What follows belongs to an exercise in optimizing a design on an open flow for small area, a short achievable clock period and few clock cycles per item; a production flow would make more cautious choices. Function was checked by simulation only, so behaviour that the tests miss may differ from the original. Power and IR drop assume default switching activity.

==> flow/design.v, too long to show whole: its modules and the start of the top module <==
// module ahb_lite_fir_filter: 653 lines
module ahb_lite_fir_filter(
    input clk,
          n_rst,
    input logic hsel,
    input logic [3:0] haddr,
    input logic hsize,
    input logic [1:0] htrans,
    input logic hwrite,
    input logic [15:0] hwdata,
    output logic [15:0] hrdata,
    output logic hresp
);
  // ...
==> flow/flow/run.sh <==
#!/bin/bash
# The standard layout (its synthesis script, registers unchanged), with:
#  - no ABC pass inside yosys's generic synth before the adders are extracted
#    (SYNTH_ARGS=-noabc), so the hand-built adder trees reach extract_fa as
#    written, without inverters around every full adder; ABC still maps the
#    logic afterwards as usual,
#  - timing repair aimed at a setup slack margin (a shorter achieved period
#    than the 12 ns constraint), and
#  - port buffers of a regular buffer cell, and
#  - clock tree synthesis without dummy loads (capacitive cells that only balance
#    the tree).
# The clock and constraints are the standard flow's own.
set -euo pipefail
MARGIN=${MARGIN:-6.2}
bash standard.sh "SYNTH_ARGS=-noabc" "SETUP_SLACK_MARGIN=$MARGIN" \
    "BUFFER_PORTS_ARGS=-buffer_cell sky130_fd_sc_hd__buf_2" \
    "CTS_ARGS=-sink_clustering_enable -repair_clock_nets -dont_use_dummy_load -sink_clustering_size 22 -sink_clustering_max_diameter 100" finish > standard_flow.log 2>&1
==> flow/standard.sh <==
#!/bin/bash
# synth_recipe.tcl (not shown) runs the flow's synth.tcl, then flattens the netlist and writes it again
# the make line also repeats each setting of config.mk as NAME=value (left out here)
make -C /OpenROAD-flow-scripts/flow DESIGN_CONFIG=/design/flow/config.mk WORK_HOME=/design/flow/orfs CLKGATE_MAP_FILE= SYNTH_SCRIPT=/design/flow/synth_recipe.tcl "${@:-finish}"
==> flow/config.mk <==
export PLATFORM = sky130hd
export DESIGN_NAME = ahb_lite_fir_filter
export DESIGN_NICKNAME = ahb_lite_fir_filter
export VERILOG_FILES = /design/flow/design.v
export SDC_FILE = /design/flow/constraint.sdc
export NUM_CORES = 4
export LEC_CHECK = 0
export ABC_CLOCK_PERIOD_IN_PS = 5500
export CAP_MARGIN = 20
export CORE_MARGIN = 2
export CORE_UTILIZATION = 40
export SLEW_MARGIN = 20
==> flow/constraint.sdc <==
create_clock -name core_clock -period 12.0 [get_ports {clk}]
set_input_delay 2.4000 -clock core_clock [delete_from_list [all_inputs] [get_ports {clk}]]
set_output_delay 2.4000 -clock core_clock [all_outputs]
set_load 0.01 [all_outputs]
==> impl_results.md, run 1 <==
- Cell area after synthesis: approximately 21000 um2
- Vias in the first global route: ~14000
- Hold WC Path Type: flop to flop
- Worst slack at placement: 5.762 ns
- Via density: between 5 and 6
- Met1 WL: between 20000 and 25000 um
- # rows: 84
- Largest net degree at the start of global routing: 65
- DP Area: 22150 um2
- Clk Latency, worst-skew pair: 0.55 ns
- Top cells by count, synth: 248 x edfxtp_1, 205 x nor2_1, 189 x fa_1
- Share of the synthesized area in the top cell type: 0.3517
- Slowest cell on the critical path: and3_4
- Top FF cell, synth: edfxtp_1
- Post-CTS Setup Bufs: 0
- Setup crit start: haddr[1]
- Clk pwr share: 0.113
- Initial antenna violation count: 1
- EDFF count, synth: between 200 and 250
- Met2 Resource Use GR: 0.3324
- Inverter count: about 110
- FILL cells: 4753
- Max frequency: ~180 MHz
- Clkbuf count: 21
- Startpoint Class: primary input
- Layout Nets: 2094
- Worst Hold Endpoint: f2[11]
- Register area: about 9700 um2
- Final Cell Area: ~23000 um2
- Status: finished clean
- Core area: between 50000 and 60000 um2
- Grt peak-use layer: met2
- Most frequent cells in the layout: 248 x edfxtp_1, 202 x nor2_1, 189 x fa_1, 104 x inv_1, 102 x nand2_1
- Clk. pwr: 0.684 mW
- P_comb: about 3.6 mW
- Gr usage total: 0.1996
- Global route total overflow: 0
- Seq pwr share: 0.303
- Grt met3 use: 0.02298
- Detailed Route WL: 53120 um
Testbench counts, summed over its fixed seeds: cycles 2,064, samples 512.
==> run 2, diff against run 1 <==
--- a/flow/flow/run.sh
+++ b/flow/flow/run.sh
@@ -11,7 +11,7 @@
 #    the tree).
 # The clock and constraints are the standard flow's own.
 set -euo pipefail
-MARGIN=${MARGIN:-6.2}
+MARGIN=${MARGIN:-6.5}
 bash standard.sh "SYNTH_ARGS=-noabc" "SETUP_SLACK_MARGIN=$MARGIN" \
-    "BUFFER_PORTS_ARGS=-buffer_cell sky130_fd_sc_hd__buf_2" \
+    "BUFFER_PORTS_ARGS=-buffer_cell sky130_fd_sc_hd__buf_4" \
     "CTS_ARGS=-sink_clustering_enable -repair_clock_nets -dont_use_dummy_load -sink_clustering_size 22 -sink_clustering_max_diameter 100" finish > standard_flow.log 2>&1
==> run 2 against run 1 <==
Compared with the run above:
- still clean
- global-route usage up 0.28 points
- area after synthesis unchanged
- wire length rose by 1.8%
- maximum frequency up 4.6%
- clock power is essentially flat
- clock skew decreased by 0.0074 ns
- flip-flop and latch count unchanged
- design area increased by 1.2%
- setup slack improved by 0.25 ns
- utilization rose by 0.52 points
- die area unchanged
- non-clock buffer count rose by 2
==> impl_results.md, run 2 <==
- Synth unique cells: between 60 and 70
- H-tree depth: 1
- Crit path time final: 5.451 ns
- Num ports: 44
- Syn_nets: between 2000 and 2500
- Share of the synthesized area in the top cell type: 0.3517 (unchanged)
- Layout Nets: 2096 (+0.096%)
- # rows: 84 (unchanged)
- Syn Inst Count: between 1500 and 2000
- Layout cells sized above 1: 0.1107
- FILL cells: 4784 (+0.65%)
- Clk root buf: clkbuf_16
- Die width: 234.1 um
- Synth Warn #: 1
- Max IR drop VDD: about 0.19 mV
- Post-Place Cells: approximately 2400
- Die footprint: between 50000 and 60000 um2
- Starting Density: 0.4037
- Vias in the first global route: 14150 (-0.75%)
- Critical path arrival: ~3 ns
- Slew Limit Fails: 0
- Via density: 5.571 (+0.50%)
- Final setup violation count: 0
- Die H: 234.1 um
- Final setup TNS: 0 ns
- Fin. Hold Viols: 0
- Largest net degree at the start of global routing: 55 (-15%)
- Gr usage total: 0.2024 (+0.002779)
- Slowest cell on the critical path: and3_4
- Largest regs: ap x18, nb x18, res x17
- Post-Syn Area per Cell: ~12 um2
- PwrDens: 269.8 nW/um2
- Count leader, synth: edfxtp_1
- Clk pwr share: 0.109 (-0.004)
- CTS buffer count: 21
- Port-buffer cells: between 40 and 50
- Max-capacitance violation count: 0
- Share of power burned in combinational logic: 0.594
- Commonest non-fill, non-tap cell in the layout: edfxtp_1
- Initial DRC count: approximately 890
- Clk Latency, worst-skew pair: 0.55 ns (about the same)
- Worst slack at placement: 5.875 ns (+0.1127 ns)
- Hold WC Path Type: flop to flop
- Internal power: around 3.5 mW
- Static leakage: approximately 9.3 nW
- CTS tree: built
- Detailed Route WL: 54060 um (+1.8%)
- Clock transition at path regs: 0.08 ns
- Worst stage delay on the critical path: ~0.2 ns
- Clock buffer depth: 3
- Initial antenna violation count: 0 (-1)
- DRC Markers: 0
- Global-route wire length before repair: roughly 84000 um
- Pre-antenna DRT Iters: 7
- Top cells by count, synth: 248 x edfxtp_1, 205 x nor2_1, 189 x fa_1
- Clk_skew: roughly 0.064 ns
- CP endpoint kind: primary output
- Hold Buf Count CTS: 0
- Post-route setup slack: between 6 and 7 ns
- Via Count: about 14000
- Max frequency: 183.5 MHz (+4.6%)
- Cell area after synthesis: 21170 um2 (unchanged)
- Tcrit/Tclk final: 0.4542
- Area grow syn2layout: 9.265%
- EDFF count, synth: 248 (unchanged)
- CP Max Fanout: 9
- Antenna cells: 0
- Worst-margin pin slew: 1.041 ns
- Slew headroom: 0.3051
- Top FF cell, synth: edfxtp_1
- Seq pwr share: 0.297 (-0.006)
- Critical-path cell list: buf_8 > and3_4 > nand2_2 > a21boi_2 > buf_4
- Startpoint Class: primary input
- Post-route antenna net violation count: 0
- Hold Worst Slack: 0.4343 ns
- Core area: 52450 um2 (unchanged)
- Post-DP HPWL: just under 40000 um
- Most frequent cells in the layout: 248 x edfxtp_1, 202 x nor2_1, 187 x fa_1, 104 x inv_1, 101 x nand2_1
- RSZ-0062 raised after global routing: yes
- Fin cells: around 2500
- Asr flop ratio synth: 0.1146
- Sw power: 2.776 mW
- Critical path start-end classification: primary input to primary output
- Yosys top cell by area: edfxtp_1
- CP Data Required Time: 9.60 ns
- Seq/Total Area, Yosys: 0.4567
- Avg WL per Cell: 21.82 um
- Global route total overflow: 0 (unchanged)
- Status: finished clean
- Sink Count: ~350
- GPL Wtd Cong: slightly above 0.9
- Ranking of synthesized cells by area: edfxtp_1 35%, fa_1 18%, dfxtp_1 5.8%
- Switching share of total power: 0.4447
- Seq cells post-synth: approximately 350
-- run 2: cell counts after synthesis --
Identical to the previous run, type by type.
-- run 2: power by group through the flow --
stage,clock network [mW],logic [mW],registers [mW]
after detailed placement,0,3.50,1.87
after floorplan,0,2.64,1.77
after global routing,0.740,4.10,1.87
final,0.683,3.71,1.85
after global placement,0,3.46,1.87
after CTS,0.706,3.58,1.84
-- run 2: metal layers --
layer  up-vias  global-route usage  part of all wire
met3        78             0.02177             0.048
met2       427              0.3503              0.50
met1      7031              0.2687              0.42
met4         0             0.05894             0.028
li1       6263                   -                 -
met5         -                   0                 0
-- run 2: kinds of logic (layout without fill, tap and decap cells) --
group	count (synthesis)	after routing	share of synthesized area
mux	7	7	0.003427
compound gates	365	365	0.1227
flops	349	349	0.4567
xor+xnor	136	136	0.05626
fa+ha+maj	278	278	0.2313
simple gates	438	438	0.09260
buf+inv	203	216	0.03711
-- run 2: timing repair --
| item | CTS | global route |
|---|---|---|
| setup endpoints to repair | 22 | 10 |
| buffers inserted | 1 | 14 |
| pin swaps | 1 | 4 |
| gates resized for setup | 27 | 37 |
-- run 2: final cells by class --
cell class              instances  area (um2)  share of cell area
clock buffers                  21       525.5             0.02271
inverters                     105       394.1             0.01704
well taps                     688       860.8             0.03721
repair buffers                 90       728.2             0.03147
multi-input cells            1224       10910              0.4715
flip-flops and latches        349        9718              0.4200
-- run 2: path summary, 6_finish.rpt --
path	end	cells past startpoint	start	slack, ns
max	hresp	5	haddr[2]	6.55
min	f3[2]	0	c3[2]	0.43
max reg2reg	hrdata[0]	18	bo_two[1]	6.70
min reg2reg	f3[2]	0	c3[2]	0.43
max in group asynchronous	h2_v	1	n_rst	9.77
min in group asynchronous	hrdata[6]	1	n_rst	1.84
-- run 2: critical path, delay by kind of cell --
kind            cells  cell delay, ns
buf+inv             2            0.25
simple gates        2            0.27
compound gates      1            0.13
-- run 2: per-stage QoR --
step / utilization / power [mW] / cell area, um2
after floorplan: - / 4.414 / 21190
after global placement: 0.4246 / 5.324 / 22270
after detailed placement: 0.4249 / 5.367 / 22290
after CTS: 0.4367 / 6.126 / 22900
after global routing: 0.4411 / 6.716 / 23140
final: 0.4411 / 6.243 / 23140
==> run 3, diff against run 2 <==
--- a/flow/flow/run.sh
+++ b/flow/flow/run.sh
@@ -13,5 +13,5 @@
 set -euo pipefail
 MARGIN=${MARGIN:-6.5}
 bash standard.sh "SYNTH_ARGS=-noabc" "SETUP_SLACK_MARGIN=$MARGIN" \
-    "BUFFER_PORTS_ARGS=-buffer_cell sky130_fd_sc_hd__buf_4" \
-    "CTS_ARGS=-sink_clustering_enable -repair_clock_nets -dont_use_dummy_load -sink_clustering_size 22 -sink_clustering_max_diameter 100" finish > standard_flow.log 2>&1
+    "BUFFER_PORTS_ARGS=-buffer_cell sky130_fd_sc_hd__buf_2" \
+    "CTS_ARGS=-sink_clustering_enable -repair_clock_nets -dont_use_dummy_load -sink_clustering_size 26 -sink_clustering_max_diameter 100" finish > standard_flow.log 2>&1
==> run 3 against run 2 <==
Compared with the run above:
- die area stayed put
- clock skew is 0.012 ns higher
- critical endpoint unchanged
- critical path depth did not move
- critical path type unchanged
- synthesized cell count is the same
- design area decreased by 0.70%
- global-route usage is 0.15 points lower
- register-to-register slack got worse by 0.03 ns
==> impl_results.md, run 3 <==
- Tcrit/Tclk final: 0.4553 (+0.001103)
- Cell area after synthesis: 21170 um2 (unchanged)
- Ranking of synthesized cells by area: edfxtp_1 35%, fa_1 18%, dfxtp_1 5.8%
- PwrDens: 271.0 nW/um2 (+0.44%)
- Hold Path Depth: 0 (unchanged)
- Fin. Hold Viols: 0 (unchanged)
- Share of power burned in combinational logic: 0.598 (+0.004)
- Final setup violation count: 0 (unchanged)
- CP endpoint kind: primary output
- Grt met3 use: 0.02213 (+0.0003648)
- GPL Wtd Cong: 0.8921 (-2.1%)
- Synth unique cells: 69 (unchanged)
- Max IR drop VDD: 0.1995 mV (+6.5%)
- Seq cells post-synth: 349 (unchanged)
- Syn Inst Count: 1776 (unchanged)
- Vias in the first global route: 14160 (+0.057%)
- Yosys top cell by area: edfxtp_1
- Avg WL per Cell: 21.83 um (about the same)
- Grt peak-use layer: met2
- RSZ-0062 raised after global routing: yes
- Largest regs: ap x18, nb x18, res x17
- Critical path start-end classification: primary input to primary output
- Worst-margin pin slew: 1.074 ns (+0.03281 ns)
- EDFF count, synth: 248 (unchanged)
- Max-capacitance violation count: 0 (unchanged)
- Clk_skew: 0.07505 ns (+0.01150 ns)
- Port-buffer cells: 43 (unchanged)
- DRC Markers: 0 (unchanged)
- Clock buffer depth: 3 (unchanged)
- Fin cells: 2476 (-0.040%)
- Static leakage: 9.287 nW (-0.59%)
- Hold WC Path Type: flop to flop
- Most frequent cells in the layout: 248 x edfxtp_1, 202 x nor2_1, 185 x fa_1, 104 x inv_1, 101 x nand2_1
- Commonest non-fill, non-tap cell in the layout: edfxtp_1
- Count leader, synth: edfxtp_1
- Sw power: 2.778 mW (about the same)
- Layout Nets: 2094 (-0.095%)
- Post-Place Cells: 2443 (+0.082%)
- Final Util: 0.4381 (-0.003077)
- Asr flop ratio synth: 0.1146 (unchanged)
- Initial DRC count: 950 (+7.1%)
- Clk pwr share: 0.105 (-0.004)
- Layout cells sized above 1: 0.1114 (+0.0006835)
- Share of the synthesized area in the top cell type: 0.3517 (unchanged)
- Die footprint: 54790 um2 (unchanged)
- Gr usage total: 0.2008 (-0.001545)
- Num ports: 44 (unchanged)
- Post-Syn Area per Cell: 11.92 um2 (unchanged)
- Global-route wire length before repair: 83550 um (-0.84%)
- Largest net degree at the start of global routing: 65 (+18%)
- Total power: 6.227 mW (-0.26%)
- R2R cell count: 19 (+1)
- Crit path time final: 5.464 ns (+0.01323 ns)
- Internal power: 3.449 mW (-0.52%)
- Top cells by count, synth: 248 x edfxtp_1, 205 x nor2_1, 189 x fa_1
- Detailed Route WL: 54060 um (about the same)
- Max frequency: 183.0 MHz (-0.24%)
- Final setup TNS: 0 ns (unchanged)
- H-tree depth: 1 (unchanged)
- Syn_nets: 2081 (unchanged)
- Seq/Total Area, Yosys: 0.4567 (unchanged)
- Sink Count: 349 (unchanged)
- Post-DP HPWL: 39280 um (+0.15%)
- Slew Limit Fails: 0 (unchanged)
- Die H: 234.1 um (unchanged)
- Status: finished clean
- Initial antenna violation count: 2 (+2)
- Area grow syn2layout: 8.503%
- Starting Density: 0.4037 (unchanged)
- Post-route antenna net violation count: 0 (unchanged)
- Die width: 234.1 um (unchanged)
- Synth Warn #: 1 (unchanged)
- Pre-antenna DRT Iters: 6 (-1)
- CP Data Required Time: 9.60 ns (about the same)
- Clk Latency, worst-skew pair: 0.54 ns (about the same)
- Clk root buf: clkbuf_16
- Global route total overflow: 0 (unchanged)
- Met2 Resource Use GR: 0.3385 (-0.01180)
- Slew headroom: 0.2840 (-0.02113)
- R2r setup slk: 6.67 ns (-0.03 ns)
- Via Count: 13770 (-0.23%)
- Hold Buf Count CTS: 0 (unchanged)
- CP Max Fanout: 9 (unchanged)
- Critical path arrival: 3.06 ns (about the same)
- Switching share of total power: 0.4461 (+0.001473)
- Clock transition at path regs: 0.10 ns (+0.02 ns)
- CTS buffer count: 19 (-9.5%)
- GRT met1 Usage: 0.2650 (-0.003713)
- Core area: 52450 um2 (unchanged)
- # rows: 84 (unchanged)
- Startpoint Class: primary input
- Top FF cell, synth: edfxtp_1
- Seq pwr share: 0.297 (about the same)
- Via density: 5.560 (-0.19%)
- CTS tree: built
## run 3: cell counts after synthesis
Identical to the previous run, type by type.
## run 3: final timing paths
kind / startpoint / endpoint
min: c2[11] / f2[11]
max: haddr[3] / hresp
max in group asynchronous: n_rst / smp_v
max reg2reg: bo_neg[2] / hrdata[0]
min in group asynchronous: n_rst / hrdata[1]
min reg2reg: c2[11] / f2[11]
## run 3: what timing repair did
action,in CTS,in global routing
setup endpoints to repair,23,9
pin swaps,1,2
setup buffers,1,12
resized for setup,32,35
## run 3: cells by family after synthesis
family          synth area share
simple gates             0.09260
xor+xnor                 0.05626
compound gates            0.1227
buf+inv                  0.03711
mux                     0.003427
flops                     0.4567
fa+ha+maj                 0.2313
## run 3: area by class of cell
type,count,area (um2)
sequential,349,9718
tap,688,860.8
multi-input combinational,1224,10920
antenna,1,2.502
timing repair buffer,90,603.1
fill,4802,29470
inverter,105,394.1
clock buffer,19,475.5
## run 3: power by group through the flow
| stage | combinational [mW] | clock, mW | sequential [mW] |
|---|---|---|---|
| after floorplan | 2.64 | 0 | 1.77 |
| after global placement | 3.45 | 0 | 1.87 |
| after detailed placement | 3.50 | 0 | 1.87 |
| after CTS | 3.56 | 0.666 | 1.85 |
| after global routing | 4.13 | 0.707 | 1.87 |
| final | 3.72 | 0.655 | 1.85 |
## run 3: worst max-delay path, cell delays in order
cell and delay, ns:
buf_6 0.12, nor2_4 0.20, nand2_1 0.09, a21boi_2 0.11, buf_2 0.14
## run 3: layer usage
metal | up-vias | share of wire
met2 | 424 | 0.49
met1 | 6995 | 0.42
met4 | 2 | 0.042
met5 | - | 0.00024
li1 | 6267 | -
met3 | 79 | 0.049
## run 3: metrics by stage
| stage | hold WS (ns) | worst slack, ns | cell area, um2 |
|---|---|---|---|
| after CTS | 0.4492 | 6.493 | 22770 |
| after global routing | 0.4490 | 6.464 | 22970 |
| after floorplan | 0.4252 | 6.479 | 21190 |
| after global placement | 0.4285 | 5.923 | 22180 |
| after detailed placement | 0.4331 | 5.891 | 22200 |
| final | 0.4469 | 6.536 | 22970 |
==> run 4, diff against run 3 <==
==> flow/flow/run.sh (replaced) <==
#!/bin/bash
# The standard layout (its synthesis script, registers unchanged), with:
#  - no ABC pass inside yosys's generic synth before the adders are extracted
#    (SYNTH_ARGS=-noabc), so the hand-built adder trees reach extract_fa as
#    written, without inverters around every full adder; ABC still maps the
#    logic afterwards as usual,
#  - timing repair aimed at a setup slack margin (a shorter achieved period
#    than the 12 ns constraint),
#  - port buffers of a regular buffer cell (every port still gets one), and
#  - clock tree synthesis without dummy loads (capacitive cells that only balance
#    the tree) and with sink clusters of up to 22 flip-flops.
# make's output goes to standard_flow.log; each ORFS step keeps its own log
# under orfs/logs/.
# The clock and constraints are the standard flow's own.
set -euo pipefail
MARGIN=${MARGIN:-6.5}
bash standard.sh "SYNTH_ARGS=-noabc" "SETUP_SLACK_MARGIN=$MARGIN" \
    "BUFFER_PORTS_ARGS=-buffer_cell sky130_fd_sc_hd__buf_2" \
    "CTS_ARGS=-sink_clustering_enable -repair_clock_nets -dont_use_dummy_load -sink_clustering_size 22 -sink_clustering_max_diameter 100" finish > standard_flow.log 2>&1
==> run 4 against run 3 <==
Compared with the run above:
- critical endpoint unchanged
- critical path depth unchanged
- sequential power about the same
- via count about the same
- sequential share of layout area decreased by 0.060 points
- critical path type unchanged
- utilization increased by 0.062 points
- cell count unchanged
- maximum frequency increased by 0.23%
- clock power increased by 4.6%
- setup slack improved by 0.012 ns
- design area increased by 0.14%
- largest cell class unchanged
- hold slack got worse by 0.020 ns
==> impl_results.md, run 4 <==
- CTS buffer count: 21 (+2)
- Area grow syn2layout: 8.657%
- Clk Latency, worst-skew pair: 0.55 ns (about the same)
- Max IR drop VDD: 0.1991 mV (-0.21%)
- Hold WC Path Type: flop to flop
- Largest regs: ap x18, nb x18, res x17
- Seq cells post-synth: 349 (unchanged)
- Hold wc startpoint: c2[11]
- H-tree depth: 1 (unchanged)
- Cell area after synthesis: 21170 um2 (unchanged)
- Die H: 234.1 um (unchanged)
- Critical path start-end classification: primary input to primary output
- Commonest non-fill, non-tap cell in the layout: edfxtp_1
- Syn_nets: 2081 (unchanged)
- Internal power: 3.474 mW (+0.72%)
- Initial antenna violation count: 2 (unchanged)
- Share of power burned in combinational logic: 0.594 (-0.004)
- Num ports: 44 (unchanged)
- Fin. Hold Viols: 0 (unchanged)
- Layout cells sized above 1: 0.1108 (-0.0005596)
- Post-Syn Area per Cell: 11.92 um2 (unchanged)
- Synth Area in Simple Gates: 0.09260 (unchanged)
- RR Startpoint: bo_neg[2]
- Clk_skew: 0.07732 ns (+0.002273 ns)
- Most frequent cells in the layout: 248 x edfxtp_1, 202 x nor2_1, 186 x fa_1, 104 x inv_1, 101 x nand2_1
- Core area: 52450 um2 (unchanged)
- Syn Inst Count: 1776 (unchanged)
- RSZ-0062 raised after global routing: yes
- Post-synthesis adder-cell area fraction: 0.2313 (unchanged)
- Register area: 9718 um2 (unchanged)
- Synth Warn #: 1 (unchanged)
- Die footprint: 54790 um2 (unchanged)
- Final setup violation count: 0 (unchanged)
- Seq pwr share: 0.296 (about the same)
- Hold Buf Count CTS: 0 (unchanged)
- Mux cell area share after synthesis: 0.003427 (unchanged)
- CTS tree: built
- Startpoint Class: primary input
- Clock transition at path regs: 0.09 ns (about the same)
- Tcrit/Tclk final: 0.4543 (-0.001040)
- Initial DRC count: 951 (+0.11%)
- Worst slack at placement: 5.891 ns (unchanged)
- Asr flop ratio synth: 0.1146 (unchanged)
- GPL Wtd Cong: 0.8921 (unchanged)
- Largest family of logic cells by synthesized area: adder cells
- Post-Synth XOR/XNOR Area: 0.05625 (unchanged)
- Port-buffer cells: 43 (unchanged)
- CP Data Required Time: 9.60 ns (about the same)
- Switching share of total power: 0.4441 (-0.001988)
- FILL cells: 4797 (-0.10%)
- CP endpoint kind: primary output
- Status: finished clean
- Via density: 5.562 (about the same)
- Yosys top cell by area: edfxtp_1
- Top cells by count, synth: 248 x edfxtp_1, 205 x nor2_1, 189 x fa_1
- Count leader, synth: edfxtp_1
- Avg WL per Cell: 21.84 um (about the same)
- Slew headroom: 0.3107 (+0.02675)
- Area occupied by multi-input gates: 10920 um2 (about the same)
- Worst-margin pin slew: 1.034 ns (-0.04013 ns)
- Max-capacitance violation count: 0 (unchanged)
- Via Count: 13770 (+0.029%)
- Compound-Gate Fraction of Synth Area: 0.1227 (unchanged)
- Final Util: 0.4387 (+0.0006200)
- Global route total overflow: 0 (unchanged)
- Seq/Total Area, Yosys: 0.4567 (unchanged)
- PwrDens: 271.6 nW/um2 (+0.22%)
- Largest net degree at the start of global routing: 65 (unchanged)
- DRC Markers: 0 (unchanged)
- Vias in the first global route: 14190 (+0.23%)
- EDFF count, synth: 248 (unchanged)
- Clock buffer depth: 3 (unchanged)
- Slew Limit Fails: 0 (unchanged)
- # rows: 84 (unchanged)
- Sw power: 2.776 mW (about the same)
- Post-DP HPWL: 39280 um (unchanged)
- Detailed Route WL: 54070 um (about the same)
- Static leakage: 9.304 nW (+0.17%)
- Top FF cell, synth: edfxtp_1
- Gr usage total: 0.2007 (about the same)
- Setup crit start: haddr[3]
- Starting Density: 0.4037 (unchanged)
- Global-route wire length before repair: 83510 um (about the same)
- CP Max Fanout: 9 (unchanged)
- Clk root buf: clkbuf_16
- Clk pwr share: 0.110 (+0.005)
- Critical path arrival: 3.05 ns (about the same)
- Max frequency: 183.4 MHz (+0.23%)
- Sink Count: 349 (unchanged)
- Pre-antenna DRT Iters: 5 (-1)
- Hold Worst Slack: 0.4272 ns (-0.01971 ns)
- Ranking of synthesized cells by area: edfxtp_1 35%, fa_1 18%, dfxtp_1 5.8%
- Synth unique cells: 69 (unchanged)
- Post-route setup slack: 6.548 ns (+0.01248 ns)
- Final setup TNS: 0 ns (unchanged)
- Share of the synthesized area in the top cell type: 0.3517 (unchanged)
- Die width: 234.1 um (unchanged)
- Post-route antenna net violation count: 0 (unchanged)
- Layout Nets: 2094 (unchanged)
- Crit path time final: 5.452 ns (-0.01248 ns)
## run 4: cell counts after synthesis
No cell type changed its count.
## run 4: final timing paths
kind / to / slack (ns) / cells after the start
worst max-delay path: hresp / 6.55 / 5
worst min-delay path: f2[11] / 0.43 / 0
worst max register to register: hrdata[0] / 6.68 / 19
worst min register to register: f2[11] / 0.43 / 0
max in group asynchronous: smp_v / 9.36 / 1
min in group asynchronous: hrdata[9] / 2.02 / 1
## run 4: logic make-up after synthesis
| group | Yosys count |
|---|---|
| muxes | 7 |
| buffers and inverters | 203 |
| and+or+nand+nor | 438 |
| adders and majority gates | 278 |
| DFF | 349 |
| AOI/OAI and AO/OA | 365 |
| xor gates and xnor gates | 136 |
## run 4: worst max-delay path, stage by stage
cell	delay [ns]
buf_6	0.12
nor2_4	0.19
nand2_1	0.09
a21boi_2	0.11
buf_2	0.14
## run 4: final cells by class
class,count,share of cell area
multi-input cells,1224,0.4745
flip-flops and latches,349,0.4224
well taps,688,0.03742
repair buffers,88,0.02556
clock buffers,21,0.02284
inverters,105,0.01713
diodes,1,0.0001088
## run 4: power by group through the flow
stage / logic, mW / clock network, mW / registers (mW)
floorplan: 2.64 / 0 / 1.77
global placement: 3.45 / 0 / 1.87
detailed placement: 3.50 / 0 / 1.87
CTS: 3.58 / 0.699 / 1.85
global route: 4.12 / 0.740 / 1.87
finish: 3.71 / 0.685 / 1.85
## run 4: routing by layer
metal,vias up,share of wire,GRT usage
met1,6986,0.42,0.2657
met4,2,0.039,0.07397
met2,427,0.49,0.3402
met3,87,0.051,0.02274
li1,6269,-,-
met5,-,0.00024,0
## run 4: timing repair
action / 4_1_cts / 5_1_grt
resized for setup: 32 / 34
pin swaps: 1 / 2
hold endpoints to repair: 0 / 0
buffers inserted: 1 / 10
setup endpoints to repair: 23 / 9
## run 4: per-stage QoR
stage               instances  power, mW  area, um2
floorplan                1776      4.414      21190
global placement         2442      5.312      22180
detailed placement       2443      5.373      22200
CTS                      2465      6.128      22820
global route             2476      6.732      23010
finish                   2476      6.249      23010

==> static timing again, ports no longer ideal <==
The flow's constraints put no driver on any port. The routed layouts listed below were extracted and timed again, unchanged, in two steps.
Step 1 sets driving cells, clkbuf_16 on the clock port and buf_2 on the other inputs (assumed; they add their load-dependent delay and slew).
Step 2 adds t to the input delays and takes it off the output delays; t is the mean of the earliest and latest rising clock arrival at the registers after step 1. Input paths then give back, and output paths get back, about the clock's delay inside the block.
Slacks: ideal ports / drivers / drivers and shift; pairs: ideal ports / drivers.
| run | t (ns) | setup WS [ns] | hold slack, ns | worst setup path after step 2 | worst data-port slew with drivers (ns) |
|---|---|---|---|---|---|
| run 1 | 0.575 | 6.298 / 6.277 / 6.107 | 0.433 / 0.433 / 0.433 | input to register | 0.07 |
| run 2 | 0.577 | 6.549 / 6.500 / 6.284 | 0.434 / 0.434 / 0.434 | input to register | 0.06 |
| run 3 | 0.560 | 6.536 / 6.495 / 6.234 | 0.447 / 0.447 / 0.447 | input to register | 0.09 |
| run 4 | 0.571 | 6.548 / 6.500 / 6.262 | 0.427 / 0.427 / 0.427 | input to register | 0.09 |
After both steps every run listed still meets setup and hold. The setup slack of run 3, which loses most, moves by -0.041 ns with the drivers and by -0.302 ns with both steps.
